From an optimization exercise on the open Yosys and OpenROAD flow, aimed at small area, a short achievable clock period and few clock cycles per item; shortcuts taken in it are not production practice. At most, simulation tests tie the RTL to the original design; equivalence was not proved.

==> module f32_mult, before the edit <==
module f32_mult (
  input logic clk, rst_n,
  input logic [31:0] a, b,
  input logic start,
  output logic done,
  output logic [31:0] p
);
function automatic logic [4:0] lzc24(input logic [23:0] x);
  lzc24 = 5'd23;
  for (int i = 0; i < 24; i++)
    if (x[i]) lzc24 = 5'(23 - i);
endfunction
function automatic logic [4:0] tzc24(input logic [23:0] x);
  tzc24 = 5'd23;
  for (int i = 23; i >= 0; i--)
    if (x[i]) tzc24 = 5'(i);
endfunction
logic s_r;
logic a_ez, b_ez, a_fz, b_fz, a_emax, b_emax;
logic a_nan, b_nan, a_inf, b_inf, a_zero, b_zero, a_den, b_den;
assign s_r    = a[31] ^ b[31];
assign a_ez   = (a[30:23] == 8'h00);
assign b_ez   = (b[30:23] == 8'h00);
assign a_fz   = (a[22:0] == 23'h0);
assign b_fz   = (b[22:0] == 23'h0);
assign a_emax = (a[30:23] == 8'hFF);
assign b_emax = (b[30:23] == 8'hFF);
assign a_nan  = a_emax & ~a_fz;
assign b_nan  = b_emax & ~b_fz;
assign a_inf  = a_emax & a_fz;
assign b_inf  = b_emax & b_fz;
assign a_zero = a_ez & a_fz;
assign b_zero = b_ez & b_fz;
assign a_den  = a_ez & ~a_fz;
assign b_den  = b_ez & ~b_fz;
logic [23:0] m_a, m_b;
logic [8:0] x_sum;
assign m_a = {~a_ez, a[22:0]};
assign m_b = {~b_ez, b[22:0]};
assign x_sum = {1'b0, a[30:24], a[23] | a_ez} + {1'b0, b[30:24], b[23] | b_ez};
logic [47:0] prod;
f32_mult_mul24 u_mul (.x(m_a), .y(m_b), .prod(prod));
logic [5:0] lz, tz;             
logic nr;                       
logic [9:0] c_sh;               
logic [5:0] sh;                 
logic [8:0] e_base;
assign lz = {1'b0, lzc24(a_ez ? m_a : m_b)};
assign tz = {1'b0, tzc24(m_a)} + {1'b0, tzc24(m_b)};
assign c_sh = 10'd151 - {1'b0, x_sum};
assign nr = {1'b0, x_sum} >= 10'd128 + {4'b0, lz};
assign e_base = x_sum - 9'd128 - {3'b0, lz};
always_comb begin
  if (nr)
    sh = 6'd23 - lz;
  else if (c_sh[9:6] != 4'd0)
    sh = 6'd63;
  else
    sh = c_sh[5:0];
end
logic [25:0] win;
logic top;
logic [23:0] mant;
logic guard, sticky, round_up;
logic [8:0] e1, e2;
logic [8:0] e_pre;
logic ovf;
logic [30:0] rounded;
logic [22:0] ones;
logic [8:0] e_pre1;
logic [3:0] d0, d1, d2;
logic [95:0] v0;
logic [40:0] v1;
logic [28:0] v2;
assign d0 = 4'b1 << sh[1:0];
assign d1 = 4'b1 << sh[3:2];
assign d2 = 4'b1 << sh[5:4];
assign v0 = {47'b0, prod, 1'b0};
always_comb begin
  for (int i = 0; i < 41; i++)
    v1[i] = (d2[0] & v0[i]) | (d2[1] & v0[i + 16]) | (d2[2] & v0[i + 32]) | (d2[3] & v0[i + 48]);
  for (int i = 0; i < 29; i++)
    v2[i] = (d1[0] & v1[i]) | (d1[1] & v1[i + 4]) | (d1[2] & v1[i + 8]) | (d1[3] & v1[i + 12]);
  for (int i = 0; i < 26; i++)
    win[i] = (d0[0] & v2[i]) | (d0[1] & v2[i + 1]) | (d0[2] & v2[i + 2]) | (d0[3] & v2[i + 3]);
end
assign top = win[25];
assign e1 = e_base + 9'd1;
assign e2 = e_base + 9'd2;
always_comb begin
  if (top) begin
    mant = win[25:2];
    guard = win[1];
    sticky = {1'b0, tz} < {1'b0, sh};
  end else begin
    mant = win[24:1];
    guard = win[0];
    sticky = {1'b0, tz} + 7'd1 < {1'b0, sh};
  end
  if (!nr)
    e_pre1 = {8'b0, mant[23]} + 9'd1;
  else if (top)
    e_pre1 = e2 + 9'd1;
  else
    e_pre1 = e1 + 9'd1;
  if (!nr)
    e_pre = {8'b0, mant[23]};
  else if (top)
    e_pre = e2;
  else
    e_pre = e1;
  ovf = nr & (e_pre >= 9'd255);
end
logic [22:0] po [0:5];
always_comb begin
  po[0] = mant[22:0];
  for (int l = 0; l < 5; l++)
    for (int i = 0; i < 23; i++)
      if ((i >> l) & 1)
        po[l + 1][i] = po[l][i] & po[l][((i >> l) << l) - 1];
      else
        po[l + 1][i] = po[l][i];
  ones = po[5];
end
assign round_up = guard & (sticky | mant[0]);
assign rounded = {(round_up & ones[22]) ? e_pre1[7:0] : e_pre[7:0],
                  mant[22:0] ^ ({ones[21:0], 1'b1} & {23{round_up}})};
logic [31:0] result;
always_comb begin
  if (a_nan)
    result = {s_r, 8'hFF, 1'b1, a[21:0]};
  else if (b_nan)
    result = {s_r, 8'hFF, 1'b1, b[21:0]};
  else if ((a_inf | b_inf) & (a_zero | b_zero))
    result = {s_r, 8'hFF, 1'b1, 22'h0};
  else if (a_inf | b_inf)
    result = {s_r, 8'hFF, 23'h0};
  else if (a_zero | b_zero | (a_den & b_den))
    result = {s_r, 31'h0};
  else if (ovf)
    result = {s_r, 8'hFF, 23'h0};
  else
    result = {s_r, rounded};
end
always_ff @(posedge clk)
  p <= result;
always_ff @(posedge clk or negedge rst_n)
  if (!rst_n)
    done <= 1'b0;
  else
    done <= start;
endmodule
clock: 12.0 ns
lec_check: 0
abc_area: 1
cap_margin: 20
core_margin: 2
core_utilization: 40
place_density: 0.75
setup_slack_margin: 1.5
slew_margin: 20
synth_hierarchical: 1
synth_minimum_keep_size: 0
standard.sh (not shown) runs the stock make flow with config.mk's settings and CLKGATE_MAP_FILE= SYNTH_SCRIPT=/design/flow/synth_recipe.tcl, a recipe that flattens the netlist after the stock synthesis.
==> flow/flow/run.sh <==
#!/bin/bash
# The standard layout, with the input/output port buffers made from plain
# buf cells (buffer_ports otherwise picks a slow delay cell for them).
set -euo pipefail
bash standard.sh "BUFFER_PORTS_ARGS=-buffer_cell sky130_fd_sc_hd__buf_4" finish > standard_flow.log 2>&1
Then changed:
--- a/flow/design.v
+++ b/flow/design.v
@@ -64,28 +64,11 @@
 logic guard, sticky, round_up;
 logic [8:0] e1, e2;
 logic [8:0] e_pre;
 logic ovf;
 logic [30:0] rounded;
-logic [22:0] ones;
-logic [8:0] e_pre1;
-logic [3:0] d0, d1, d2;
-logic [95:0] v0;
-logic [40:0] v1;
-logic [28:0] v2;
-assign d0 = 4'b1 << sh[1:0];
-assign d1 = 4'b1 << sh[3:2];
-assign d2 = 4'b1 << sh[5:4];
-assign v0 = {47'b0, prod, 1'b0};
-always_comb begin
-  for (int i = 0; i < 41; i++)
-    v1[i] = (d2[0] & v0[i]) | (d2[1] & v0[i + 16]) | (d2[2] & v0[i + 32]) | (d2[3] & v0[i + 48]);
-  for (int i = 0; i < 29; i++)
-    v2[i] = (d1[0] & v1[i]) | (d1[1] & v1[i + 4]) | (d1[2] & v1[i + 8]) | (d1[3] & v1[i + 12]);
-  for (int i = 0; i < 26; i++)
-    win[i] = (d0[0] & v2[i]) | (d0[1] & v2[i + 1]) | (d0[2] & v2[i + 2]) | (d0[3] & v2[i + 3]);
-end
+assign win = 26'({prod, 1'b0} >> sh);
 assign top = win[25];
 assign e1 = e_base + 9'd1;
 assign e2 = e_base + 9'd2;
 always_comb begin
   if (top) begin
@@ -96,37 +79,19 @@
     mant = win[24:1];
     guard = win[0];
     sticky = {1'b0, tz} + 7'd1 < {1'b0, sh};
   end
   if (!nr)
-    e_pre1 = {8'b0, mant[23]} + 9'd1;
-  else if (top)
-    e_pre1 = e2 + 9'd1;
-  else
-    e_pre1 = e1 + 9'd1;
-  if (!nr)
     e_pre = {8'b0, mant[23]};
   else if (top)
     e_pre = e2;
   else
     e_pre = e1;
   ovf = nr & (e_pre >= 9'd255);
+  round_up = guard & (sticky | mant[0]);
+  rounded = {e_pre[7:0], mant[22:0]} + {30'h0, round_up};
 end
-logic [22:0] po [0:5];
-always_comb begin
-  po[0] = mant[22:0];
-  for (int l = 0; l < 5; l++)
-    for (int i = 0; i < 23; i++)
-      if ((i >> l) & 1)
-        po[l + 1][i] = po[l][i] & po[l][((i >> l) << l) - 1];
-      else
-        po[l + 1][i] = po[l][i];
-  ones = po[5];
-end
-assign round_up = guard & (sticky | mant[0]);
-assign rounded = {(round_up & ones[22]) ? e_pre1[7:0] : e_pre[7:0],
-                  mant[22:0] ^ ({ones[21:0], 1'b1} & {23{round_up}})};
 logic [31:0] result;
 always_comb begin
   if (a_nan)
     result = {s_r, 8'hFF, 1'b1, a[21:0]};
   else if (b_nan)
What happened:
- die area grows by 4.8%
- cell count grows by 5.9%
- worst hold slack is better by 6.3 ps
- setup slack is better by 96 ps
- sequential cell count is unchanged
- final area grows by 4.6%
- via count grows by 6.3%
- critical path depth grows by 1
- global-route usage grows by 0.62 points
- sequential share of layout area shrinks by 0.12 points
Testbench counts after the change, summed over its fixed seeds: cycles 12,000, ops 12,000.
No functional check of the RTL was part of the first run of this note.

what the ideal ports hide:
In the flow no input, the clock included, has a driving cell. The finished layouts below were timed again as built, in two steps. Step 1 assumes that a clkbuf_16 drives the clock port and a buf_2 every other input. Step 2, shift: input delay + t, output delay - t, t = (earliest + latest rising clock arrival at the registers) / 2. This alone moves slack from input paths to output paths. Slacks: ideal / step 1 / step 2; pairs: ideal / step 1.
run	t, ns	setup slack, ns	clock arrival spread, ns	worst slew at a driven data input, ns
the first run	0.324	1.716 / 1.696 / 1.373	0.012 / 0.013	0.06
the second run	0.304	1.811 / 1.802 / 1.497	0.007 / 0.007	0.07
After both steps every run listed still meets setup and hold. For the first run, which loses most, drivers alone change the setup slack by -0.020 ns; drivers and shift together by -0.343 ns.
